Background: an optimization exercise with open tools, aiming at small area and a short achievable clock period. Do not read the settings as production practice. Only simulation tests tie the RTL to the original design; equivalence was not proved. Power and IR drop assume default switching activity.

==> flow/config.mk <==
export PLATFORM = sky130hd
export DESIGN_NAME = system
export DESIGN_NICKNAME = system
export VERILOG_FILES = /design/flow/design.v
export SDC_FILE = /design/flow/constraint.sdc
export NUM_CORES = 4
export LEC_CHECK = 0
export CAP_MARGIN = 20
export CORE_MARGIN = 2
export CORE_UTILIZATION = 55
export CTS_BUF_LIST = sky130_fd_sc_hd__clkbuf_4 sky130_fd_sc_hd__clkbuf_8
export PLACE_DENSITY = 0.65
export SETUP_SLACK_MARGIN = 2.1
export SLEW_MARGIN = 20
export SYNTH_HIERARCHICAL = 1
==> flow/constraint.sdc <==
create_clock -name core_clock -period 10.0 [get_ports {clk}]
set_input_delay 2.0000 -clock core_clock [delete_from_list [all_inputs] [get_ports {clk}]]
set_output_delay 2.0000 -clock core_clock [all_outputs]
set_load 0.01 [all_outputs]
==> flow/flow/run.sh <==
#!/bin/bash
# The standard layout (the standard.sh: ORFS synth to finish) with three
# changes to how it is made:
#  - ABC's assumed output load is 5 fF instead of 5 pF, so hierarchical
#    synthesis does not upsize every small module's output;
#  - the resizer may swap cells across footprints;
#  - the port buffers are buf_4 instead of the default delay buffer.
# Each ORFS step keeps its own log under orfs/logs; make's output goes to
# flow_make.log here.
set -euo pipefail
bash standard.sh ABC_LOAD_IN_FF=0.005 MATCH_CELL_FOOTPRINT=0 \
  "BUFFER_PORTS_ARGS=-buffer_cell sky130_fd_sc_hd__buf_4" finish > flow_make.log 2>&1
==> flow/standard.sh <==
#!/bin/bash
# synth_recipe.tcl (not shown) runs the flow's synth.tcl, then flattens the netlist and writes it again
# the make line also repeats each setting of config.mk as NAME=value (left out here)
make -C /OpenROAD-flow-scripts/flow DESIGN_CONFIG=/design/flow/config.mk WORK_HOME=/design/flow/orfs CLKGATE_MAP_FILE= SYNTH_SCRIPT=/design/flow/synth_recipe.tcl "${@:-finish}"
==> flow/design.v <==
module control(op, reg_write, r_type, mem_read, mem_write, branch, jump);
	input [5:0] op;
	output reg_write, r_type, mem_read, mem_write, branch, jump;
	wire is_r  = (op == 6'd0);
	assign mem_read  = (op == 6'd35);
	assign mem_write = (op == 6'd43);
	assign reg_write = is_r | mem_read;
	assign r_type    = ~op[5] & ~op[2] & ~op[1];
	assign branch    = op[2];
	assign jump      = op[1] & ~op[0];
endmodule
module alu_control(r_type, funct, sub, logic_op, or_op, slt_op);
	input r_type;
	input [5:0] funct;
	output sub, logic_op, or_op, slt_op;
	assign sub      = r_type & funct[1];
	assign logic_op = r_type & funct[2];
	assign or_op    = funct[0];
	assign slt_op   = r_type & funct[3];
endmodule
module program_counter(clk, rst, next_pc, pc);
	input clk, rst;
	input [29:0] next_pc;
	output [29:0] pc;
	reg [29:0] pc;
	always @(posedge clk or posedge rst)
		if (rst) pc <= 30'd0;
		else pc <= next_pc;
endmodule
module reg_file(clk, rst, reg_write,
                read_addr_1, read_addr_2, write_addr, write_data,
                read_data_1, read_data_2);
	input clk, rst, reg_write;
	input [4:0] read_addr_1, read_addr_2, write_addr;
	input [31:0] write_data;
	output [31:0] read_data_1, read_data_2;	 
	reg [31:1] valid;
	wire [31:0] q [1:31];
	wire [31:1] sel1, sel2;
	genvar i, b;
	generate
		for (i = 1; i < 32; i = i + 1) begin : r
			reg [31:0] data;
			wire [31:0] next;
			wire we = reg_write & (write_addr == i);
			wire wen = ~we;
			for (b = 0; b < 32; b = b + 1) begin : h
				rf_hold H(.we(we), .wen(wen), .wd(write_data[b]), .q(data[b]), .d(next[b]));
			end
			always @(posedge clk)
				data <= next;
			always @(posedge clk or posedge rst)
				if (rst) valid[i] <= 1'b0;
				else if (we) valid[i] <= 1'b1;
			assign q[i] = data;
			assign sel1[i] = valid[i] & (read_addr_1 == i);
			assign sel2[i] = valid[i] & (read_addr_2 == i);
		end
		for (b = 0; b < 32; b = b + 1) begin : m
			wire [31:1] d;
			for (i = 1; i < 32; i = i + 1) begin : c
				assign d[i] = q[i][b];
			end
			rf_read_bit P1(.sel(sel1), .d(d), .y(read_data_1[b]));
			rf_read_bit P2(.sel(sel2), .d(d), .y(read_data_2[b]));
		end
	endgenerate
endmodule
module rf_hold(we, wen, wd, q, d);
	input we, wen, wd, q;
	output d;
	assign d = (we & wd) | (wen & q);
endmodule
module rf_read_bit(sel, d, y);
	input [31:1] sel, d;
	output y;
	wire [10:0] n;
	genvar j;
	generate
		for (j = 0; j < 10; j = j + 1) begin : g
			rf_aoi222 A(.a1(sel[3*j+1]), .a2(d[3*j+1]), .b1(sel[3*j+2]), .b2(d[3*j+2]),
			            .c1(sel[3*j+3]), .c2(d[3*j+3]), .y(n[j]));
		end
	endgenerate
	rf_nand2 N0(.a(sel[31]), .b(d[31]), .y(n[10]));
	wire [2:0] o;
	rf_nand4 N1(.a(n[0]), .b(n[1]), .c(n[2]), .d(n[3]), .y(o[0]));
	rf_nand4 N2(.a(n[4]), .b(n[5]), .c(n[6]), .d(n[7]), .y(o[1]));
	rf_nand3 N3(.a(n[8]), .b(n[9]), .c(n[10]), .y(o[2]));
	rf_nor3 O(.a(o[0]), .b(o[1]), .c(o[2]), .y(y));
endmodule
module rf_aoi222(a1, a2, b1, b2, c1, c2, y);
	input a1, a2, b1, b2, c1, c2;
	output y;
	assign y = ~((a1 & a2) | (b1 & b2) | (c1 & c2));
endmodule
module rf_nand2(a, b, y);
	input a, b;
	output y;
	assign y = ~(a & b);
endmodule
module rf_nand3(a, b, c, y);
	input a, b, c;
	output y;
	assign y = ~(a & b & c);
endmodule
module rf_nand4(a, b, c, d, y);
	input a, b, c, d;
	output y;
	assign y = ~(a & b & c & d);
endmodule
module rf_nor3(a, b, c, y);
	input a, b, c;
	output y;
	assign y = ~(a | b | c);
endmodule
module alu_32bit(in1_n, rt_n, imm, r_type, sub, logic_op, or_op, slt_op, alu_result);
	input [31:0] in1_n, rt_n;
	input [15:0] imm;
	input r_type, sub, logic_op, or_op, slt_op;
	output [31:0] alu_result;
	wire [31:0] immx = {{16{imm[15]}}, imm};
	wire arith = ~logic_op & ~slt_op;
	wire [31:0] g, p, x0n, x1n;
	wire z0n, z1n;
	wire G1_1, G1_2, P1_2, G1_3, P1_3, G1_4, P1_4, G1_5, P1_5, G1_6, P1_6, G1_7, P1_7, G1_8, P1_8, G1_9, P1_9, G1_10, P1_10, G1_11, P1_11, G1_12, P1_12, G1_13, P1_13, G1_14, P1_14, G1_15, P1_15, G1_16, P1_16, G1_17, P1_17, G1_18, P1_18, G1_19, P1_19, G1_20, P1_20, G1_21, P1_21, G1_22, P1_22, G1_23, P1_23, G1_24, P1_24, G1_25, P1_25, G1_26, P1_26, G1_27, P1_27, G1_28, P1_28, G1_29, P1_29, G1_30, P1_30, v0, G2_2, G2_3, G2_4, P2_4, G2_5, P2_5, G2_6, P2_6, G2_7, P2_7, G2_8, P2_8, G2_9, P2_9, G2_10, P2_10, G2_11, P2_11, G2_12, P2_12, G2_13, P2_13, G2_14, P2_14, G2_15, P2_15, G2_16, P2_16, G2_17, P2_17, G2_18, P2_18, G2_19, P2_19, G2_20, P2_20, G2_21, P2_21, G2_22, P2_22, G2_23, P2_23, G2_24, P2_24, G2_25, P2_25, G2_26, P2_26, G2_27, P2_27, G2_28, P2_28, G2_29, P2_29, G2_30, P2_30, G3_4, v1, G3_5, G3_6, G3_7, G3_8, P3_8, G3_9, P3_9, G3_10, P3_10, G3_11, P3_11, G3_12, P3_12, G3_13, P3_13, G3_14, P3_14, G3_15, P3_15, G3_16, P3_16, G3_17, P3_17, G3_18, P3_18, G3_19, P3_19, G3_20, P3_20, G3_21, P3_21, G3_22, P3_22, G3_23, P3_23, G3_24, P3_24, G3_25, P3_25, G3_26, P3_26, G3_27, P3_27, G3_28, P3_28, G3_29, P3_29, G3_30, P3_30, G4_8, G4_9, v2, G4_10, v3, G4_11, G4_12, G4_13, G4_14, G4_15, G4_16, P4_16, G4_17, P4_17, G4_18, P4_18, G4_19, P4_19, G4_20, P4_20, G4_21, P4_21, G4_22, P4_22, G4_23, P4_23, G4_24, P4_24, G4_25, P4_25, G4_26, P4_26, G4_27, P4_27, G4_28, P4_28, G4_29, P4_29, G4_30, P4_30, G5_16, G5_17, G5_18, G5_19, v4, G5_20, v5, G5_21, v6, G5_22, v7, G5_23, G5_24, G5_25, G5_26, G5_27, G5_28, G5_29, G5_30;
	alu_bit B0(.a_n(in1_n[0]), .rt_n(rt_n[0]), .imm(immx[0]), .r_type(r_type), .sub(sub), .logic_op(logic_op), .or_op(or_op), .arith(arith), .g(g[0]), .p(p[0]), .x0n(x0n[0]), .x1n(x1n[0]));
	alu_bit B1(.a_n(in1_n[1]), .rt_n(rt_n[1]), .imm(immx[1]), .r_type(r_type), .sub(sub), .logic_op(logic_op), .or_op(or_op), .arith(arith), .g(g[1]), .p(p[1]), .x0n(x0n[1]), .x1n(x1n[1]));
	alu_bit B2(.a_n(in1_n[2]), .rt_n(rt_n[2]), .imm(immx[2]), .r_type(r_type), .sub(sub), .logic_op(logic_op), .or_op(or_op), .arith(arith), .g(g[2]), .p(p[2]), .x0n(x0n[2]), .x1n(x1n[2]));
	alu_bit B3(.a_n(in1_n[3]), .rt_n(rt_n[3]), .imm(immx[3]), .r_type(r_type), .sub(sub), .logic_op(logic_op), .or_op(or_op), .arith(arith), .g(g[3]), .p(p[3]), .x0n(x0n[3]), .x1n(x1n[3]));
	alu_bit B4(.a_n(in1_n[4]), .rt_n(rt_n[4]), .imm(immx[4]), .r_type(r_type), .sub(sub), .logic_op(logic_op), .or_op(or_op), .arith(arith), .g(g[4]), .p(p[4]), .x0n(x0n[4]), .x1n(x1n[4]));
	alu_bit B5(.a_n(in1_n[5]), .rt_n(rt_n[5]), .imm(immx[5]), .r_type(r_type), .sub(sub), .logic_op(logic_op), .or_op(or_op), .arith(arith), .g(g[5]), .p(p[5]), .x0n(x0n[5]), .x1n(x1n[5]));
	alu_bit B6(.a_n(in1_n[6]), .rt_n(rt_n[6]), .imm(immx[6]), .r_type(r_type), .sub(sub), .logic_op(logic_op), .or_op(or_op), .arith(arith), .g(g[6]), .p(p[6]), .x0n(x0n[6]), .x1n(x1n[6]));
	alu_bit B7(.a_n(in1_n[7]), .rt_n(rt_n[7]), .imm(immx[7]), .r_type(r_type), .sub(sub), .logic_op(logic_op), .or_op(or_op), .arith(arith), .g(g[7]), .p(p[7]), .x0n(x0n[7]), .x1n(x1n[7]));
	alu_bit B8(.a_n(in1_n[8]), .rt_n(rt_n[8]), .imm(immx[8]), .r_type(r_type), .sub(sub), .logic_op(logic_op), .or_op(or_op), .arith(arith), .g(g[8]), .p(p[8]), .x0n(x0n[8]), .x1n(x1n[8]));
	alu_bit B9(.a_n(in1_n[9]), .rt_n(rt_n[9]), .imm(immx[9]), .r_type(r_type), .sub(sub), .logic_op(logic_op), .or_op(or_op), .arith(arith), .g(g[9]), .p(p[9]), .x0n(x0n[9]), .x1n(x1n[9]));
	alu_bit B10(.a_n(in1_n[10]), .rt_n(rt_n[10]), .imm(immx[10]), .r_type(r_type), .sub(sub), .logic_op(logic_op), .or_op(or_op), .arith(arith), .g(g[10]), .p(p[10]), .x0n(x0n[10]), .x1n(x1n[10]));
	alu_bit B11(.a_n(in1_n[11]), .rt_n(rt_n[11]), .imm(immx[11]), .r_type(r_type), .sub(sub), .logic_op(logic_op), .or_op(or_op), .arith(arith), .g(g[11]), .p(p[11]), .x0n(x0n[11]), .x1n(x1n[11]));
	alu_bit B12(.a_n(in1_n[12]), .rt_n(rt_n[12]), .imm(immx[12]), .r_type(r_type), .sub(sub), .logic_op(logic_op), .or_op(or_op), .arith(arith), .g(g[12]), .p(p[12]), .x0n(x0n[12]), .x1n(x1n[12]));
	alu_bit B13(.a_n(in1_n[13]), .rt_n(rt_n[13]), .imm(immx[13]), .r_type(r_type), .sub(sub), .logic_op(logic_op), .or_op(or_op), .arith(arith), .g(g[13]), .p(p[13]), .x0n(x0n[13]), .x1n(x1n[13]));
	alu_bit B14(.a_n(in1_n[14]), .rt_n(rt_n[14]), .imm(immx[14]), .r_type(r_type), .sub(sub), .logic_op(logic_op), .or_op(or_op), .arith(arith), .g(g[14]), .p(p[14]), .x0n(x0n[14]), .x1n(x1n[14]));
	alu_bit B15(.a_n(in1_n[15]), .rt_n(rt_n[15]), .imm(immx[15]), .r_type(r_type), .sub(sub), .logic_op(logic_op), .or_op(or_op), .arith(arith), .g(g[15]), .p(p[15]), .x0n(x0n[15]), .x1n(x1n[15]));
	alu_bit B16(.a_n(in1_n[16]), .rt_n(rt_n[16]), .imm(immx[16]), .r_type(r_type), .sub(sub), .logic_op(logic_op), .or_op(or_op), .arith(arith), .g(g[16]), .p(p[16]), .x0n(x0n[16]), .x1n(x1n[16]));
	alu_bit B17(.a_n(in1_n[17]), .rt_n(rt_n[17]), .imm(immx[17]), .r_type(r_type), .sub(sub), .logic_op(logic_op), .or_op(or_op), .arith(arith), .g(g[17]), .p(p[17]), .x0n(x0n[17]), .x1n(x1n[17]));
	alu_bit B18(.a_n(in1_n[18]), .rt_n(rt_n[18]), .imm(immx[18]), .r_type(r_type), .sub(sub), .logic_op(logic_op), .or_op(or_op), .arith(arith), .g(g[18]), .p(p[18]), .x0n(x0n[18]), .x1n(x1n[18]));
	alu_bit B19(.a_n(in1_n[19]), .rt_n(rt_n[19]), .imm(immx[19]), .r_type(r_type), .sub(sub), .logic_op(logic_op), .or_op(or_op), .arith(arith), .g(g[19]), .p(p[19]), .x0n(x0n[19]), .x1n(x1n[19]));
	alu_bit B20(.a_n(in1_n[20]), .rt_n(rt_n[20]), .imm(immx[20]), .r_type(r_type), .sub(sub), .logic_op(logic_op), .or_op(or_op), .arith(arith), .g(g[20]), .p(p[20]), .x0n(x0n[20]), .x1n(x1n[20]));
	alu_bit B21(.a_n(in1_n[21]), .rt_n(rt_n[21]), .imm(immx[21]), .r_type(r_type), .sub(sub), .logic_op(logic_op), .or_op(or_op), .arith(arith), .g(g[21]), .p(p[21]), .x0n(x0n[21]), .x1n(x1n[21]));
	alu_bit B22(.a_n(in1_n[22]), .rt_n(rt_n[22]), .imm(immx[22]), .r_type(r_type), .sub(sub), .logic_op(logic_op), .or_op(or_op), .arith(arith), .g(g[22]), .p(p[22]), .x0n(x0n[22]), .x1n(x1n[22]));
	alu_bit B23(.a_n(in1_n[23]), .rt_n(rt_n[23]), .imm(immx[23]), .r_type(r_type), .sub(sub), .logic_op(logic_op), .or_op(or_op), .arith(arith), .g(g[23]), .p(p[23]), .x0n(x0n[23]), .x1n(x1n[23]));
	alu_bit B24(.a_n(in1_n[24]), .rt_n(rt_n[24]), .imm(immx[24]), .r_type(r_type), .sub(sub), .logic_op(logic_op), .or_op(or_op), .arith(arith), .g(g[24]), .p(p[24]), .x0n(x0n[24]), .x1n(x1n[24]));
	alu_bit B25(.a_n(in1_n[25]), .rt_n(rt_n[25]), .imm(immx[25]), .r_type(r_type), .sub(sub), .logic_op(logic_op), .or_op(or_op), .arith(arith), .g(g[25]), .p(p[25]), .x0n(x0n[25]), .x1n(x1n[25]));
	alu_bit B26(.a_n(in1_n[26]), .rt_n(rt_n[26]), .imm(immx[26]), .r_type(r_type), .sub(sub), .logic_op(logic_op), .or_op(or_op), .arith(arith), .g(g[26]), .p(p[26]), .x0n(x0n[26]), .x1n(x1n[26]));
	alu_bit B27(.a_n(in1_n[27]), .rt_n(rt_n[27]), .imm(immx[27]), .r_type(r_type), .sub(sub), .logic_op(logic_op), .or_op(or_op), .arith(arith), .g(g[27]), .p(p[27]), .x0n(x0n[27]), .x1n(x1n[27]));
	alu_bit B28(.a_n(in1_n[28]), .rt_n(rt_n[28]), .imm(immx[28]), .r_type(r_type), .sub(sub), .logic_op(logic_op), .or_op(or_op), .arith(arith), .g(g[28]), .p(p[28]), .x0n(x0n[28]), .x1n(x1n[28]));
	alu_bit B29(.a_n(in1_n[29]), .rt_n(rt_n[29]), .imm(immx[29]), .r_type(r_type), .sub(sub), .logic_op(logic_op), .or_op(or_op), .arith(arith), .g(g[29]), .p(p[29]), .x0n(x0n[29]), .x1n(x1n[29]));
	alu_bit B30(.a_n(in1_n[30]), .rt_n(rt_n[30]), .imm(immx[30]), .r_type(r_type), .sub(sub), .logic_op(logic_op), .or_op(or_op), .arith(arith), .g(g[30]), .p(p[30]), .x0n(x0n[30]), .x1n(x1n[30]));
	alu_bit B31(.a_n(in1_n[31]), .rt_n(rt_n[31]), .imm(immx[31]), .r_type(r_type), .sub(sub), .logic_op(logic_op), .or_op(or_op), .arith(arith), .g(g[31]), .p(p[31]), .x0n(x0n[31]), .x1n(x1n[31]));
	alu_slt LT(.slt(slt_op), .p31(p[31]), .a31_n(in1_n[31]), .x0n(x0n[0]), .z0n(z0n), .z1n(z1n));
	alu_aoi21 A1_1(.gh(g[1]), .ph(p[1]), .gl(g[0]), .y(G1_1));
	alu_aoi21 A1_2(.gh(g[2]), .ph(p[2]), .gl(g[1]), .y(G1_2));
	alu_nand2 N1_2(.a(p[2]), .b(p[1]), .y(P1_2));
	alu_aoi21 A1_3(.gh(g[3]), .ph(p[3]), .gl(g[2]), .y(G1_3));
	alu_nand2 N1_3(.a(p[3]), .b(p[2]), .y(P1_3));
	alu_aoi21 A1_4(.gh(g[4]), .ph(p[4]), .gl(g[3]), .y(G1_4));
	alu_nand2 N1_4(.a(p[4]), .b(p[3]), .y(P1_4));
	alu_aoi21 A1_5(.gh(g[5]), .ph(p[5]), .gl(g[4]), .y(G1_5));
	alu_nand2 N1_5(.a(p[5]), .b(p[4]), .y(P1_5));
	alu_aoi21 A1_6(.gh(g[6]), .ph(p[6]), .gl(g[5]), .y(G1_6));
	alu_nand2 N1_6(.a(p[6]), .b(p[5]), .y(P1_6));
	alu_aoi21 A1_7(.gh(g[7]), .ph(p[7]), .gl(g[6]), .y(G1_7));
	alu_nand2 N1_7(.a(p[7]), .b(p[6]), .y(P1_7));
	alu_aoi21 A1_8(.gh(g[8]), .ph(p[8]), .gl(g[7]), .y(G1_8));
	alu_nand2 N1_8(.a(p[8]), .b(p[7]), .y(P1_8));
	alu_aoi21 A1_9(.gh(g[9]), .ph(p[9]), .gl(g[8]), .y(G1_9));
	alu_nand2 N1_9(.a(p[9]), .b(p[8]), .y(P1_9));
	alu_aoi21 A1_10(.gh(g[10]), .ph(p[10]), .gl(g[9]), .y(G1_10));
	alu_nand2 N1_10(.a(p[10]), .b(p[9]), .y(P1_10));
	alu_aoi21 A1_11(.gh(g[11]), .ph(p[11]), .gl(g[10]), .y(G1_11));
	alu_nand2 N1_11(.a(p[11]), .b(p[10]), .y(P1_11));
	alu_aoi21 A1_12(.gh(g[12]), .ph(p[12]), .gl(g[11]), .y(G1_12));
	alu_nand2 N1_12(.a(p[12]), .b(p[11]), .y(P1_12));
	alu_aoi21 A1_13(.gh(g[13]), .ph(p[13]), .gl(g[12]), .y(G1_13));
	alu_nand2 N1_13(.a(p[13]), .b(p[12]), .y(P1_13));
	alu_aoi21 A1_14(.gh(g[14]), .ph(p[14]), .gl(g[13]), .y(G1_14));
	alu_nand2 N1_14(.a(p[14]), .b(p[13]), .y(P1_14));
	alu_aoi21 A1_15(.gh(g[15]), .ph(p[15]), .gl(g[14]), .y(G1_15));
	alu_nand2 N1_15(.a(p[15]), .b(p[14]), .y(P1_15));
	alu_aoi21 A1_16(.gh(g[16]), .ph(p[16]), .gl(g[15]), .y(G1_16));
	alu_nand2 N1_16(.a(p[16]), .b(p[15]), .y(P1_16));
	alu_aoi21 A1_17(.gh(g[17]), .ph(p[17]), .gl(g[16]), .y(G1_17));
	alu_nand2 N1_17(.a(p[17]), .b(p[16]), .y(P1_17));
	alu_aoi21 A1_18(.gh(g[18]), .ph(p[18]), .gl(g[17]), .y(G1_18));
	alu_nand2 N1_18(.a(p[18]), .b(p[17]), .y(P1_18));
	alu_aoi21 A1_19(.gh(g[19]), .ph(p[19]), .gl(g[18]), .y(G1_19));
	alu_nand2 N1_19(.a(p[19]), .b(p[18]), .y(P1_19));
	alu_aoi21 A1_20(.gh(g[20]), .ph(p[20]), .gl(g[19]), .y(G1_20));
	alu_nand2 N1_20(.a(p[20]), .b(p[19]), .y(P1_20));
	alu_aoi21 A1_21(.gh(g[21]), .ph(p[21]), .gl(g[20]), .y(G1_21));
	alu_nand2 N1_21(.a(p[21]), .b(p[20]), .y(P1_21));
	alu_aoi21 A1_22(.gh(g[22]), .ph(p[22]), .gl(g[21]), .y(G1_22));
	alu_nand2 N1_22(.a(p[22]), .b(p[21]), .y(P1_22));
	alu_aoi21 A1_23(.gh(g[23]), .ph(p[23]), .gl(g[22]), .y(G1_23));
	alu_nand2 N1_23(.a(p[23]), .b(p[22]), .y(P1_23));
	alu_aoi21 A1_24(.gh(g[24]), .ph(p[24]), .gl(g[23]), .y(G1_24));
	alu_nand2 N1_24(.a(p[24]), .b(p[23]), .y(P1_24));
	alu_aoi21 A1_25(.gh(g[25]), .ph(p[25]), .gl(g[24]), .y(G1_25));
	alu_nand2 N1_25(.a(p[25]), .b(p[24]), .y(P1_25));
	alu_aoi21 A1_26(.gh(g[26]), .ph(p[26]), .gl(g[25]), .y(G1_26));
	alu_nand2 N1_26(.a(p[26]), .b(p[25]), .y(P1_26));
	alu_aoi21 A1_27(.gh(g[27]), .ph(p[27]), .gl(g[26]), .y(G1_27));
	alu_nand2 N1_27(.a(p[27]), .b(p[26]), .y(P1_27));
	alu_aoi21 A1_28(.gh(g[28]), .ph(p[28]), .gl(g[27]), .y(G1_28));
	alu_nand2 N1_28(.a(p[28]), .b(p[27]), .y(P1_28));
	alu_aoi21 A1_29(.gh(g[29]), .ph(p[29]), .gl(g[28]), .y(G1_29));
	alu_nand2 N1_29(.a(p[29]), .b(p[28]), .y(P1_29));
	alu_aoi21 A1_30(.gh(g[30]), .ph(p[30]), .gl(g[29]), .y(G1_30));
	alu_nand2 N1_30(.a(p[30]), .b(p[29]), .y(P1_30));
	alu_inv Iv0(.a(g[0]), .y(v0));
	alu_oai21 O2_2(.gh(G1_2), .ph(P1_2), .gl(v0), .y(G2_2));
	alu_oai21 O2_3(.gh(G1_3), .ph(P1_3), .gl(G1_1), .y(G2_3));
	alu_oai21 O2_4(.gh(G1_4), .ph(P1_4), .gl(G1_2), .y(G2_4));
	alu_nor2 R2_4(.a(P1_4), .b(P1_2), .y(P2_4));
	alu_oai21 O2_5(.gh(G1_5), .ph(P1_5), .gl(G1_3), .y(G2_5));
	alu_nor2 R2_5(.a(P1_5), .b(P1_3), .y(P2_5));
	alu_oai21 O2_6(.gh(G1_6), .ph(P1_6), .gl(G1_4), .y(G2_6));
	alu_nor2 R2_6(.a(P1_6), .b(P1_4), .y(P2_6));
	alu_oai21 O2_7(.gh(G1_7), .ph(P1_7), .gl(G1_5), .y(G2_7));
	alu_nor2 R2_7(.a(P1_7), .b(P1_5), .y(P2_7));
	alu_oai21 O2_8(.gh(G1_8), .ph(P1_8), .gl(G1_6), .y(G2_8));
	alu_nor2 R2_8(.a(P1_8), .b(P1_6), .y(P2_8));
	alu_oai21 O2_9(.gh(G1_9), .ph(P1_9), .gl(G1_7), .y(G2_9));
	alu_nor2 R2_9(.a(P1_9), .b(P1_7), .y(P2_9));
	alu_oai21 O2_10(.gh(G1_10), .ph(P1_10), .gl(G1_8), .y(G2_10));
	alu_nor2 R2_10(.a(P1_10), .b(P1_8), .y(P2_10));
	alu_oai21 O2_11(.gh(G1_11), .ph(P1_11), .gl(G1_9), .y(G2_11));
	alu_nor2 R2_11(.a(P1_11), .b(P1_9), .y(P2_11));
	alu_oai21 O2_12(.gh(G1_12), .ph(P1_12), .gl(G1_10), .y(G2_12));
	alu_nor2 R2_12(.a(P1_12), .b(P1_10), .y(P2_12));
	alu_oai21 O2_13(.gh(G1_13), .ph(P1_13), .gl(G1_11), .y(G2_13));
	alu_nor2 R2_13(.a(P1_13), .b(P1_11), .y(P2_13));
	alu_oai21 O2_14(.gh(G1_14), .ph(P1_14), .gl(G1_12), .y(G2_14));
	alu_nor2 R2_14(.a(P1_14), .b(P1_12), .y(P2_14));
	alu_oai21 O2_15(.gh(G1_15), .ph(P1_15), .gl(G1_13), .y(G2_15));
	alu_nor2 R2_15(.a(P1_15), .b(P1_13), .y(P2_15));
	alu_oai21 O2_16(.gh(G1_16), .ph(P1_16), .gl(G1_14), .y(G2_16));
	alu_nor2 R2_16(.a(P1_16), .b(P1_14), .y(P2_16));
	alu_oai21 O2_17(.gh(G1_17), .ph(P1_17), .gl(G1_15), .y(G2_17));
	alu_nor2 R2_17(.a(P1_17), .b(P1_15), .y(P2_17));
	alu_oai21 O2_18(.gh(G1_18), .ph(P1_18), .gl(G1_16), .y(G2_18));
	alu_nor2 R2_18(.a(P1_18), .b(P1_16), .y(P2_18));
	alu_oai21 O2_19(.gh(G1_19), .ph(P1_19), .gl(G1_17), .y(G2_19));
	alu_nor2 R2_19(.a(P1_19), .b(P1_17), .y(P2_19));
	alu_oai21 O2_20(.gh(G1_20), .ph(P1_20), .gl(G1_18), .y(G2_20));
	alu_nor2 R2_20(.a(P1_20), .b(P1_18), .y(P2_20));
	alu_oai21 O2_21(.gh(G1_21), .ph(P1_21), .gl(G1_19), .y(G2_21));
	alu_nor2 R2_21(.a(P1_21), .b(P1_19), .y(P2_21));
	alu_oai21 O2_22(.gh(G1_22), .ph(P1_22), .gl(G1_20), .y(G2_22));
	alu_nor2 R2_22(.a(P1_22), .b(P1_20), .y(P2_22));
	alu_oai21 O2_23(.gh(G1_23), .ph(P1_23), .gl(G1_21), .y(G2_23));
	alu_nor2 R2_23(.a(P1_23), .b(P1_21), .y(P2_23));
	alu_oai21 O2_24(.gh(G1_24), .ph(P1_24), .gl(G1_22), .y(G2_24));
	alu_nor2 R2_24(.a(P1_24), .b(P1_22), .y(P2_24));
	alu_oai21 O2_25(.gh(G1_25), .ph(P1_25), .gl(G1_23), .y(G2_25));
	alu_nor2 R2_25(.a(P1_25), .b(P1_23), .y(P2_25));
	alu_oai21 O2_26(.gh(G1_26), .ph(P1_26), .gl(G1_24), .y(G2_26));
	alu_nor2 R2_26(.a(P1_26), .b(P1_24), .y(P2_26));
	alu_oai21 O2_27(.gh(G1_27), .ph(P1_27), .gl(G1_25), .y(G2_27));
	alu_nor2 R2_27(.a(P1_27), .b(P1_25), .y(P2_27));
	alu_oai21 O2_28(.gh(G1_28), .ph(P1_28), .gl(G1_26), .y(G2_28));
	alu_nor2 R2_28(.a(P1_28), .b(P1_26), .y(P2_28));
	alu_oai21 O2_29(.gh(G1_29), .ph(P1_29), .gl(G1_27), .y(G2_29));
	alu_nor2 R2_29(.a(P1_29), .b(P1_27), .y(P2_29));
	alu_oai21 O2_30(.gh(G1_30), .ph(P1_30), .gl(G1_28), .y(G2_30));
	alu_nor2 R2_30(.a(P1_30), .b(P1_28), .y(P2_30));
	alu_aoi21 A3_4(.gh(G2_4), .ph(P2_4), .gl(g[0]), .y(G3_4));
	alu_inv Iv1(.a(G1_1), .y(v1));
	alu_aoi21 A3_5(.gh(G2_5), .ph(P2_5), .gl(v1), .y(G3_5));
	alu_aoi21 A3_6(.gh(G2_6), .ph(P2_6), .gl(G2_2), .y(G3_6));
	alu_aoi21 A3_7(.gh(G2_7), .ph(P2_7), .gl(G2_3), .y(G3_7));
	alu_aoi21 A3_8(.gh(G2_8), .ph(P2_8), .gl(G2_4), .y(G3_8));
	alu_nand2 N3_8(.a(P2_8), .b(P2_4), .y(P3_8));
	alu_aoi21 A3_9(.gh(G2_9), .ph(P2_9), .gl(G2_5), .y(G3_9));
	alu_nand2 N3_9(.a(P2_9), .b(P2_5), .y(P3_9));
	alu_aoi21 A3_10(.gh(G2_10), .ph(P2_10), .gl(G2_6), .y(G3_10));
	alu_nand2 N3_10(.a(P2_10), .b(P2_6), .y(P3_10));
	alu_aoi21 A3_11(.gh(G2_11), .ph(P2_11), .gl(G2_7), .y(G3_11));
	alu_nand2 N3_11(.a(P2_11), .b(P2_7), .y(P3_11));
	alu_aoi21 A3_12(.gh(G2_12), .ph(P2_12), .gl(G2_8), .y(G3_12));
	alu_nand2 N3_12(.a(P2_12), .b(P2_8), .y(P3_12));
	alu_aoi21 A3_13(.gh(G2_13), .ph(P2_13), .gl(G2_9), .y(G3_13));
	alu_nand2 N3_13(.a(P2_13), .b(P2_9), .y(P3_13));
	alu_aoi21 A3_14(.gh(G2_14), .ph(P2_14), .gl(G2_10), .y(G3_14));
	alu_nand2 N3_14(.a(P2_14), .b(P2_10), .y(P3_14));
	alu_aoi21 A3_15(.gh(G2_15), .ph(P2_15), .gl(G2_11), .y(G3_15));
	alu_nand2 N3_15(.a(P2_15), .b(P2_11), .y(P3_15));
	alu_aoi21 A3_16(.gh(G2_16), .ph(P2_16), .gl(G2_12), .y(G3_16));
	alu_nand2 N3_16(.a(P2_16), .b(P2_12), .y(P3_16));
	alu_aoi21 A3_17(.gh(G2_17), .ph(P2_17), .gl(G2_13), .y(G3_17));
	alu_nand2 N3_17(.a(P2_17), .b(P2_13), .y(P3_17));
	alu_aoi21 A3_18(.gh(G2_18), .ph(P2_18), .gl(G2_14), .y(G3_18));
	alu_nand2 N3_18(.a(P2_18), .b(P2_14), .y(P3_18));
	alu_aoi21 A3_19(.gh(G2_19), .ph(P2_19), .gl(G2_15), .y(G3_19));
	alu_nand2 N3_19(.a(P2_19), .b(P2_15), .y(P3_19));
	alu_aoi21 A3_20(.gh(G2_20), .ph(P2_20), .gl(G2_16), .y(G3_20));
	alu_nand2 N3_20(.a(P2_20), .b(P2_16), .y(P3_20));
	alu_aoi21 A3_21(.gh(G2_21), .ph(P2_21), .gl(G2_17), .y(G3_21));
	alu_nand2 N3_21(.a(P2_21), .b(P2_17), .y(P3_21));
	alu_aoi21 A3_22(.gh(G2_22), .ph(P2_22), .gl(G2_18), .y(G3_22));
	alu_nand2 N3_22(.a(P2_22), .b(P2_18), .y(P3_22));
	alu_aoi21 A3_23(.gh(G2_23), .ph(P2_23), .gl(G2_19), .y(G3_23));
	alu_nand2 N3_23(.a(P2_23), .b(P2_19), .y(P3_23));
	alu_aoi21 A3_24(.gh(G2_24), .ph(P2_24), .gl(G2_20), .y(G3_24));
	alu_nand2 N3_24(.a(P2_24), .b(P2_20), .y(P3_24));
	alu_aoi21 A3_25(.gh(G2_25), .ph(P2_25), .gl(G2_21), .y(G3_25));
	alu_nand2 N3_25(.a(P2_25), .b(P2_21), .y(P3_25));
	alu_aoi21 A3_26(.gh(G2_26), .ph(P2_26), .gl(G2_22), .y(G3_26));
	alu_nand2 N3_26(.a(P2_26), .b(P2_22), .y(P3_26));
	alu_aoi21 A3_27(.gh(G2_27), .ph(P2_27), .gl(G2_23), .y(G3_27));
	alu_nand2 N3_27(.a(P2_27), .b(P2_23), .y(P3_27));
	alu_aoi21 A3_28(.gh(G2_28), .ph(P2_28), .gl(G2_24), .y(G3_28));
	alu_nand2 N3_28(.a(P2_28), .b(P2_24), .y(P3_28));
	alu_aoi21 A3_29(.gh(G2_29), .ph(P2_29), .gl(G2_25), .y(G3_29));
	alu_nand2 N3_29(.a(P2_29), .b(P2_25), .y(P3_29));
	alu_aoi21 A3_30(.gh(G2_30), .ph(P2_30), .gl(G2_26), .y(G3_30));
	alu_nand2 N3_30(.a(P2_30), .b(P2_26), .y(P3_30));
	alu_oai21 O4_8(.gh(G3_8), .ph(P3_8), .gl(v0), .y(G4_8));
	alu_oai21 O4_9(.gh(G3_9), .ph(P3_9), .gl(G1_1), .y(G4_9));
	alu_inv Iv2(.a(G2_2), .y(v2));
	alu_oai21 O4_10(.gh(G3_10), .ph(P3_10), .gl(v2), .y(G4_10));
	alu_inv Iv3(.a(G2_3), .y(v3));
	alu_oai21 O4_11(.gh(G3_11), .ph(P3_11), .gl(v3), .y(G4_11));
	alu_oai21 O4_12(.gh(G3_12), .ph(P3_12), .gl(G3_4), .y(G4_12));
	alu_oai21 O4_13(.gh(G3_13), .ph(P3_13), .gl(G3_5), .y(G4_13));
	alu_oai21 O4_14(.gh(G3_14), .ph(P3_14), .gl(G3_6), .y(G4_14));
	alu_oai21 O4_15(.gh(G3_15), .ph(P3_15), .gl(G3_7), .y(G4_15));
	alu_oai21 O4_16(.gh(G3_16), .ph(P3_16), .gl(G3_8), .y(G4_16));
	alu_nor2 R4_16(.a(P3_16), .b(P3_8), .y(P4_16));
	alu_oai21 O4_17(.gh(G3_17), .ph(P3_17), .gl(G3_9), .y(G4_17));
	alu_nor2 R4_17(.a(P3_17), .b(P3_9), .y(P4_17));
	alu_oai21 O4_18(.gh(G3_18), .ph(P3_18), .gl(G3_10), .y(G4_18));
	alu_nor2 R4_18(.a(P3_18), .b(P3_10), .y(P4_18));
	alu_oai21 O4_19(.gh(G3_19), .ph(P3_19), .gl(G3_11), .y(G4_19));
	alu_nor2 R4_19(.a(P3_19), .b(P3_11), .y(P4_19));
	alu_oai21 O4_20(.gh(G3_20), .ph(P3_20), .gl(G3_12), .y(G4_20));
	alu_nor2 R4_20(.a(P3_20), .b(P3_12), .y(P4_20));
	alu_oai21 O4_21(.gh(G3_21), .ph(P3_21), .gl(G3_13), .y(G4_21));
	alu_nor2 R4_21(.a(P3_21), .b(P3_13), .y(P4_21));
	alu_oai21 O4_22(.gh(G3_22), .ph(P3_22), .gl(G3_14), .y(G4_22));
	alu_nor2 R4_22(.a(P3_22), .b(P3_14), .y(P4_22));
	alu_oai21 O4_23(.gh(G3_23), .ph(P3_23), .gl(G3_15), .y(G4_23));
	alu_nor2 R4_23(.a(P3_23), .b(P3_15), .y(P4_23));
	alu_oai21 O4_24(.gh(G3_24), .ph(P3_24), .gl(G3_16), .y(G4_24));
	alu_nor2 R4_24(.a(P3_24), .b(P3_16), .y(P4_24));
	alu_oai21 O4_25(.gh(G3_25), .ph(P3_25), .gl(G3_17), .y(G4_25));
	alu_nor2 R4_25(.a(P3_25), .b(P3_17), .y(P4_25));
	alu_oai21 O4_26(.gh(G3_26), .ph(P3_26), .gl(G3_18), .y(G4_26));
	alu_nor2 R4_26(.a(P3_26), .b(P3_18), .y(P4_26));
	alu_oai21 O4_27(.gh(G3_27), .ph(P3_27), .gl(G3_19), .y(G4_27));
	alu_nor2 R4_27(.a(P3_27), .b(P3_19), .y(P4_27));
	alu_oai21 O4_28(.gh(G3_28), .ph(P3_28), .gl(G3_20), .y(G4_28));
	alu_nor2 R4_28(.a(P3_28), .b(P3_20), .y(P4_28));
	alu_oai21 O4_29(.gh(G3_29), .ph(P3_29), .gl(G3_21), .y(G4_29));
	alu_nor2 R4_29(.a(P3_29), .b(P3_21), .y(P4_29));
	alu_oai21 O4_30(.gh(G3_30), .ph(P3_30), .gl(G3_22), .y(G4_30));
	alu_nor2 R4_30(.a(P3_30), .b(P3_22), .y(P4_30));
	alu_aoi21 A5_16(.gh(G4_16), .ph(P4_16), .gl(g[0]), .y(G5_16));
	alu_aoi21 A5_17(.gh(G4_17), .ph(P4_17), .gl(v1), .y(G5_17));
	alu_aoi21 A5_18(.gh(G4_18), .ph(P4_18), .gl(G2_2), .y(G5_18));
	alu_aoi21 A5_19(.gh(G4_19), .ph(P4_19), .gl(G2_3), .y(G5_19));
	alu_inv Iv4(.a(G3_4), .y(v4));
	alu_aoi21 A5_20(.gh(G4_20), .ph(P4_20), .gl(v4), .y(G5_20));
	alu_inv Iv5(.a(G3_5), .y(v5));
	alu_aoi21 A5_21(.gh(G4_21), .ph(P4_21), .gl(v5), .y(G5_21));
	alu_inv Iv6(.a(G3_6), .y(v6));
	alu_aoi21 A5_22(.gh(G4_22), .ph(P4_22), .gl(v6), .y(G5_22));
	alu_inv Iv7(.a(G3_7), .y(v7));
	alu_aoi21 A5_23(.gh(G4_23), .ph(P4_23), .gl(v7), .y(G5_23));
	alu_aoi21 A5_24(.gh(G4_24), .ph(P4_24), .gl(G4_8), .y(G5_24));
	alu_aoi21 A5_25(.gh(G4_25), .ph(P4_25), .gl(G4_9), .y(G5_25));
	alu_aoi21 A5_26(.gh(G4_26), .ph(P4_26), .gl(G4_10), .y(G5_26));
	alu_aoi21 A5_27(.gh(G4_27), .ph(P4_27), .gl(G4_11), .y(G5_27));
	alu_aoi21 A5_28(.gh(G4_28), .ph(P4_28), .gl(G4_12), .y(G5_28));
	alu_aoi21 A5_29(.gh(G4_29), .ph(P4_29), .gl(G4_13), .y(G5_29));
	alu_aoi21 A5_30(.gh(G4_30), .ph(P4_30), .gl(G4_14), .y(G5_30));
	alu_muxi M1(.s(g[0]), .a0(x0n[1]), .a1(x1n[1]), .y(alu_result[1]));
	alu_muxi M2(.s(G1_1), .a0(x1n[2]), .a1(x0n[2]), .y(alu_result[2]));
	alu_muxi M3(.s(G2_2), .a0(x0n[3]), .a1(x1n[3]), .y(alu_result[3]));
	alu_muxi M4(.s(G2_3), .a0(x0n[4]), .a1(x1n[4]), .y(alu_result[4]));
	alu_muxi M5(.s(G3_4), .a0(x1n[5]), .a1(x0n[5]), .y(alu_result[5]));
	alu_muxi M6(.s(G3_5), .a0(x1n[6]), .a1(x0n[6]), .y(alu_result[6]));
	alu_muxi M7(.s(G3_6), .a0(x1n[7]), .a1(x0n[7]), .y(alu_result[7]));
	alu_muxi M8(.s(G3_7), .a0(x1n[8]), .a1(x0n[8]), .y(alu_result[8]));
	alu_muxi M9(.s(G4_8), .a0(x0n[9]), .a1(x1n[9]), .y(alu_result[9]));
	alu_muxi M10(.s(G4_9), .a0(x0n[10]), .a1(x1n[10]), .y(alu_result[10]));
	alu_muxi M11(.s(G4_10), .a0(x0n[11]), .a1(x1n[11]), .y(alu_result[11]));
	alu_muxi M12(.s(G4_11), .a0(x0n[12]), .a1(x1n[12]), .y(alu_result[12]));
	alu_muxi M13(.s(G4_12), .a0(x0n[13]), .a1(x1n[13]), .y(alu_result[13]));
	alu_muxi M14(.s(G4_13), .a0(x0n[14]), .a1(x1n[14]), .y(alu_result[14]));
	alu_muxi M15(.s(G4_14), .a0(x0n[15]), .a1(x1n[15]), .y(alu_result[15]));
	alu_muxi M16(.s(G4_15), .a0(x0n[16]), .a1(x1n[16]), .y(alu_result[16]));
	alu_muxi M17(.s(G5_16), .a0(x1n[17]), .a1(x0n[17]), .y(alu_result[17]));
	alu_muxi M18(.s(G5_17), .a0(x1n[18]), .a1(x0n[18]), .y(alu_result[18]));
	alu_muxi M19(.s(G5_18), .a0(x1n[19]), .a1(x0n[19]), .y(alu_result[19]));
	alu_muxi M20(.s(G5_19), .a0(x1n[20]), .a1(x0n[20]), .y(alu_result[20]));
	alu_muxi M21(.s(G5_20), .a0(x1n[21]), .a1(x0n[21]), .y(alu_result[21]));
	alu_muxi M22(.s(G5_21), .a0(x1n[22]), .a1(x0n[22]), .y(alu_result[22]));
	alu_muxi M23(.s(G5_22), .a0(x1n[23]), .a1(x0n[23]), .y(alu_result[23]));
	alu_muxi M24(.s(G5_23), .a0(x1n[24]), .a1(x0n[24]), .y(alu_result[24]));
	alu_muxi M25(.s(G5_24), .a0(x1n[25]), .a1(x0n[25]), .y(alu_result[25]));
	alu_muxi M26(.s(G5_25), .a0(x1n[26]), .a1(x0n[26]), .y(alu_result[26]));
	alu_muxi M27(.s(G5_26), .a0(x1n[27]), .a1(x0n[27]), .y(alu_result[27]));
	alu_muxi M28(.s(G5_27), .a0(x1n[28]), .a1(x0n[28]), .y(alu_result[28]));
	alu_muxi M29(.s(G5_28), .a0(x1n[29]), .a1(x0n[29]), .y(alu_result[29]));
	alu_muxi M30(.s(G5_29), .a0(x1n[30]), .a1(x0n[30]), .y(alu_result[30]));
	alu_muxi M31(.s(G5_30), .a0(x1n[31]), .a1(x0n[31]), .y(alu_result[31]));
	alu_muxi M0(.s(G5_30), .a0(z1n), .a1(z0n), .y(alu_result[0]));
endmodule
module alu_bit(a_n, rt_n, imm, r_type, sub, logic_op, or_op, arith, g, p, x0n, x1n);
	input a_n, rt_n, imm, r_type, sub, logic_op, or_op, arith;
	output g, p, x0n, x1n;
	wire a, b;
	alu_asel A(.a_n(a_n), .sub(sub), .a(a));
	alu_bsel S(.rt_n(rt_n), .imm(imm), .r_type(r_type), .b(b));
	alu_gp GP(.a(a), .b(b), .g(g), .p(p));
	alu_res R(.g(g), .p(p), .sub(sub), .logic_op(logic_op), .or_op(or_op), .arith(arith),
	          .x0n(x0n), .x1n(x1n));
endmodule
module alu_asel(a_n, sub, a);
	input a_n, sub;
	output a;
	assign a = ~a_n ^ sub;
endmodule
module alu_bsel(rt_n, imm, r_type, b);
	input rt_n, imm, r_type;
	output b;
	assign b = r_type ? ~rt_n : imm;
endmodule
module alu_gp(a, b, g, p);
	input a, b;
	output g, p;
	assign g = a & b;
	assign p = a ^ b;
endmodule
module alu_res(g, p, sub, logic_op, or_op, arith, x0n, x1n);
	input g, p, sub, logic_op, or_op, arith;
	output x0n, x1n;
	wire other = logic_op & (g | (or_op & p));
	assign x0n = ~(arith ? (p ^ sub) : other);
	assign x1n = ~(arith ? ~(p ^ sub) : other);
endmodule
module alu_slt(slt, p31, a31_n, x0n, z0n, z1n);
	input slt, p31, a31_n, x0n;
	output z0n, z1n;
	assign z0n = slt ? ~(~p31 & ~a31_n) : x0n;
	assign z1n = slt ? ~(p31 | ~a31_n) : x0n;
endmodule
module alu_aoi21(gh, ph, gl, y);
	input gh, ph, gl;
	output y;
	assign y = ~(gh | (ph & gl));
endmodule
module alu_oai21(gh, ph, gl, y);
	input gh, ph, gl;
	output y;
	assign y = ~(gh & (ph | gl));
endmodule
module alu_nand2(a, b, y);
	input a, b;
	output y;
	assign y = ~(a & b);
endmodule
module alu_nor2(a, b, y);
	input a, b;
	output y;
	assign y = ~(a | b);
endmodule
module alu_inv(a, y);
	input a;
	output y;
	assign y = ~a;
endmodule
module alu_muxi(s, a0, a1, y);
	input s, a0, a1;
	output y;
	assign y = ~(s ? a1 : a0);
endmodule
module adder_32bit(in1, in2, sum);
	input [15:0] in1, in2;
	output [16:0] sum;
	assign sum = {1'b0, in1} + {1'b0, in2} + 17'd1;
endmodule
module sign_extend(in, out);
	input [15:0] in;
	output [31:0] out;
	assign out = {{16{in[15]}}, in};
endmodule
module system(clk, rst,
              instruction, data_mem_out,
              mem_read, mem_write,
              alu_out, reg_file_out_2, pc);
	input clk, rst;
	input [31:0] instruction, data_mem_out;
	output mem_read, mem_write;
	output [31:0] alu_out, reg_file_out_2, pc;
	wire [5:0] op        = instruction[31:26];
	wire [4:0] rs        = instruction[25:21];
	wire [4:0] rt        = instruction[20:16];
	wire [4:0] rd        = instruction[15:11];
	wire [5:0] funct     = instruction[5:0];
	wire [15:0] immediate = instruction[15:0];
	wire [25:0] address  = instruction[25:0];
	wire reg_write, r_type, branch, jump;
	wire sub, logic_op, or_op, slt_op;
	wire [31:0] rd1_n, rd2_n;	 
	wire [31:0] sign_extend_out;
	wire [29:0] pc_w, pc_add_4, branch_target, next_pc;
	control C(.op(op), .reg_write(reg_write), .r_type(r_type),
	          .mem_read(mem_read), .mem_write(mem_write),
	          .branch(branch), .jump(jump));
	alu_control ALU_C(.r_type(r_type), .funct(funct), .sub(sub),
	                  .logic_op(logic_op), .or_op(or_op), .slt_op(slt_op));
	program_counter PC(.clk(clk), .rst(rst), .next_pc(next_pc), .pc(pc_w));
	reg_file RF(.clk(clk), .rst(rst), .reg_write(reg_write),
	            .read_addr_1(rs), .read_addr_2(rt),
	            .write_addr(r_type ? rd : rt),
	            .write_data(mem_read ? data_mem_out : alu_out),
	            .read_data_1(rd1_n), .read_data_2(rd2_n));
	assign reg_file_out_2 = ~rd2_n;
	assign sign_extend_out = {{16{immediate[15]}}, immediate};
	alu_32bit ALU(.in1_n(rd1_n), .rt_n(rd2_n), .imm(immediate), .r_type(r_type),
	              .sub(sub), .logic_op(logic_op), .or_op(or_op), .slt_op(slt_op),
	              .alu_result(alu_out));
	wire [16:0] lo_inc = {1'b0, pc_w[15:0]} + 17'd1;
	wire [13:0] hi_inc = pc_w[29:16] + 14'd1;
	wire [13:0] hi_dec = pc_w[29:16] - 14'd1;
	assign pc_add_4 = {lo_inc[16] ? hi_inc : pc_w[29:16], lo_inc[15:0]};
	wire [16:0] lo_br;
	adder_32bit ADD2(.in1(pc_w[15:0]), .in2(immediate), .sum(lo_br));
	wire imm_sign = immediate[15];
	assign branch_target = {(lo_br[16] == imm_sign) ? pc_w[29:16] :
	                        lo_br[16] ? hi_inc : hi_dec, lo_br[15:0]};
	wire beq_taken = branch & (rd1_n == rd2_n);
	assign next_pc = jump ? {pc_add_4[29:26], address} :
	                 beq_taken ? branch_target : pc_add_4;
	assign pc = {pc_w, 2'b00};
endmodule
==> summary.txt, run 1 <==
hold buffer count at CTS=0; Clock Sinks=1053; largest net degree at the start of global routing=103; Post-Syn Area=47600 um2; Setup WS pre-CTS=0.685 ns; htree depth=4; Die Height=298 um; GRT Total Usage=0.541; Placer Congestion=1.02; outcome=did not finish; root buf cell=clkbuf_8; Die W=298 um; input/output buffers=161; placed cell count=5862; Mapped Avg Cell Area=10.8 um2; CTS Buffer Depth=3; Ports=164; Area after DPL=52200 um2; Halt Stage=5_1_grt; detailed placement HPWL=143000 um; starting density of the core=0.557; Err=[ERROR GRT-0232] Routing congestion too high. Check the congestion heatmap in the GUI.; FP Rows=107; Yosys Warn Count=8; number of clock buffers inserted by TritonCTS=170; grt ovf=1; Post-Syn Instances=4410
power by group through the flow:
| stage | logic (mW) | clock network (mW) | registers, mW |
|---|---|---|---|
| 2_1_floorplan | 0.815 | 0 | 4.62 |
| 3_3_place_gp | 1.24 | 0 | 4.66 |
| 3_5_place_dp | 1.26 | 0 | 4.66 |
| 4_1_cts | 1.32 | 4.12 | 4.58 |
per-layer routing:
layer | global-route usage | GRT overflow
met5 | 0.0921 | 0
met4 | 0.376 | 0
met3 | 0.297 | 1
met2 | 0.713 | 0
met1 | 0.655 | 0
how the worst min path moves through the flow:
stage / slack, ns / depth (start not counted) / to / start
2_1_floorplan: 0.43 / 1 / RF.valid[10]$_DFFE_PP0P_ / RF.valid[10]$_DFFE_PP0P_
3_3_place_gp: 0.46 / 1 / RF.valid[9]$_DFFE_PP0P_ / RF.valid[9]$_DFFE_PP0P_
3_5_place_dp: 0.46 / 1 / RF.valid[9]$_DFFE_PP0P_ / RF.valid[9]$_DFFE_PP0P_
4_1_cts: 0.48 / 1 / PC.pc[29]$_DFF_PP0_ / PC.pc[29]$_DFF_PP0_
timing repair:
| item | CTS |
|---|---|
| pin swaps | 164 |
| gates resized for setup | 272 |
| setup endpoints to repair | 32 |
| buffers inserted | 87 |
| gates cloned | 24 |
==> run 2, diff against run 1 <==
--- a/flow/config.mk
+++ b/flow/config.mk
@@ -8,7 +8,7 @@
 export CAP_MARGIN = 20
 export CORE_MARGIN = 2
-export CORE_UTILIZATION = 55
+export CORE_UTILIZATION = 50
 export CTS_BUF_LIST = sky130_fd_sc_hd__clkbuf_4 sky130_fd_sc_hd__clkbuf_8
-export PLACE_DENSITY = 0.65
+export PLACE_DENSITY = 0.6
 export SETUP_SLACK_MARGIN = 2.1
 export SLEW_MARGIN = 20
==> summary.txt, run 2 <==
period utilisation layout=0.828; htree depth=4; Leak=24.0 nW; first-pass GRT wire length=357000 um; Die Height=313 um; worst-margin pin slew=1.29 ns; crit path DAT=6.28 ns; Final TNS setup=0 ns; Max Freq=121 MHz; required time worst endpoint=8.00 ns; CTS tree=done; drt total wl=261000 um; hold buffer count at CTS=0; Max Slew Vio Count=0; final hold vios=0; starting density of the core=0.503; Final nets=5273; Via Count=53.4k; Worst slew margin=0.143; clk_skew=0.0532 ns; Comb power frac=0.143; maximum vdd drop=146 uV; Ports=164; grt ovf=0; Syn-to-layout area delta=27.9%; outcome=finished clean; Pre-antenna DRT Iters=31; number of clock buffers inserted by TritonCTS=175; Reg power frac=0.446; Clock Sinks=1053; Biggest register=RF.r.data; input/output buffers=161; initial DRC count=13.5k; Skew-Pair Late Insertion Delay=0.91 ns; core region area=94700 um2; CP startpoint kind=primary input; critical path class=in -> out; number of global-route vias before repair=47.3k; Post-Syn Instances=4410; Max Cap Violations=0; Post-Syn Area=47600 um2; Internal Power=7.27 mW; most frequent cells in the layout=dfxtp_1 (992), a22o_1 (992), a222oi_1 (640); Die ar.=97800 um2; per-cell routed wire length=39.7 um; Yosys Warn Count=8; Placer Congestion=0.990; root buf cell=clkbuf_8; Largest register FFs=992; filler cell count=7789; vias per inst=8.11; Die W=313 um; GRT Total Usage=0.504; antenna violations before repair=24; CTS Buffer Depth=3; FP Rows=113; clock share of power=0.411; largest net degree at the start of global routing=99; DRC violations left=0; final setup fails=0; Sw Ratio=0.295; Total Power=10.3 mW; Psw=3.04 mW; Mapped Avg Cell Area=10.8 um2; RSZ-0062 raised after global routing=yes; post-route ant nets=0; type of the worst min-delay path=reg -> reg; Period minus WS final=8.28 ns; layout cells sized above 1=0.283; biggest regs=RF.r.data x992, RF.valid x31, PC.pc x30; clock-pin slew on the worst setup and hold paths=0.05 ns; PD cells=169 nW/um2; largest fanout on the critical path=10; crit path capture type=output pin; detailed placement HPWL=143000 um
-- run 2: area by class of cell --
class	instances	area, um2	area share
inverter	88	330	0.00542
timing repair buffer	565	5190	0.0851
antenna	24	60.1	0.000986
tap	1265	1580	0.0260
sequential	1053	21400	0.351
clock inverter	48	414	0.00680
clock buffer	271	3420	0.0561
multi-input combinational	3272	28600	0.469
-- run 2: routing by layer --
metal	vias to the layer above	GRT usage	part of all wire
met2	5248	0.658	0.37
met3	1415	0.272	0.18
met5	-	0.102	0.0043
met1	25700	0.625	0.35
met4	26	0.327	0.088
li1	21000	-	-
-- run 2: power groups by stage --
| stage | sequential, mW | combinational (mW) | clock [mW] |
|---|---|---|---|
| after floorplan | 4.62 | 0.815 | 0 |
| after global placement | 4.66 | 1.26 | 0 |
| after detailed placement | 4.66 | 1.27 | 0 |
| after CTS | 4.58 | 1.35 | 4.18 |
| after global routing | 4.62 | 1.56 | 4.38 |
| final | 4.60 | 1.47 | 4.24 |
-- run 2: critical path: stages --
cell and delay (ns):
buf_12 0.11, and3b_2 0.27, buf_4 0.17, and3_2 0.35, a222oi_1 0.45, nand4_1 0.54
nor3_4 0.46, buf_6 0.19, mux2i_4 0.08, ha_4 0.30, a21oi_4 0.18, o21ai_2 0.09
a21oi_2 0.20, o21ai_4 0.11, a21oi_4 0.29, mux2i_2 0.30, buf_4 0.16
-- run 2: stage by stage --
stage	instance area, um2	instances	worst slack (ns)	hold slack, ns	util
floorplan	47900	4411	1.46	0.433	-
global placement	52000	5936	0.299	0.457	0.549
detailed placement	52200	5943	0.660	0.458	0.551
CTS	58800	6449	2.08	0.479	0.621
global route	60900	6573	1.81	0.502	0.643
finish	60900	6586	1.72	0.473	0.643
-- run 2: worst paths after layout --
check                                               from                         to  slack [ns]  depth (start not counted)
worst max-delay path                     instruction[17]                alu_out[31]        1.72                         17
worst min-delay path                 PC.pc[29]$_DFF_PP0_        PC.pc[29]$_DFF_PP0_        0.47                          1
worst max register to register  RF.valid[21]$_DFFE_PP0P_  RF.r[22].data[17]$_DFF_P_        4.13                         18
worst min register to register       PC.pc[29]$_DFF_PP0_        PC.pc[29]$_DFF_PP0_        0.47                          1
max in group asynchronous                            rst        PC.pc[14]$_DFF_PP0_        8.43                          3
min in group asynchronous                            rst   RF.valid[23]$_DFFE_PP0P_        1.23                          3
-- run 2: repair_timing --
item                                    4_1_cts  5_1_grt
buffers inserted                            139       97
endpoints found under the setup margin       32       29
gates resized for setup                     288      188
cloned                                       48       11
pin swaps                                   188      123

-- static timing again, ports no longer ideal --
In the flow no input, the clock included, has a driving cell. The finished layout below was timed again as built, in two steps.
Step 1 assumes that a clkbuf_16 drives the clock port and a buf_2 every other input.
Step 2 moves the port delays by t, midway between the first and last clock arrival at a register: inputs arrive t later, outputs are due t later. That takes back most of the time a late clock gives input paths.
a / b / c = no drivers / after step 1 / after step 2; a / b = the first two.
run: run 2
t, ns: 0.955
setup slack, ns: 1.723 / 1.539 / 1.539
hold WS [ns]: 0.473 / 0.473 / 0.473
worst setup path after step 2: input to output
worst data-port slew with drivers (ns): 0.26
After both steps setup and hold are still met in run 2. For run 2, drivers alone change the setup slack by -0.184 ns; drivers and shift together by -0.184 ns.
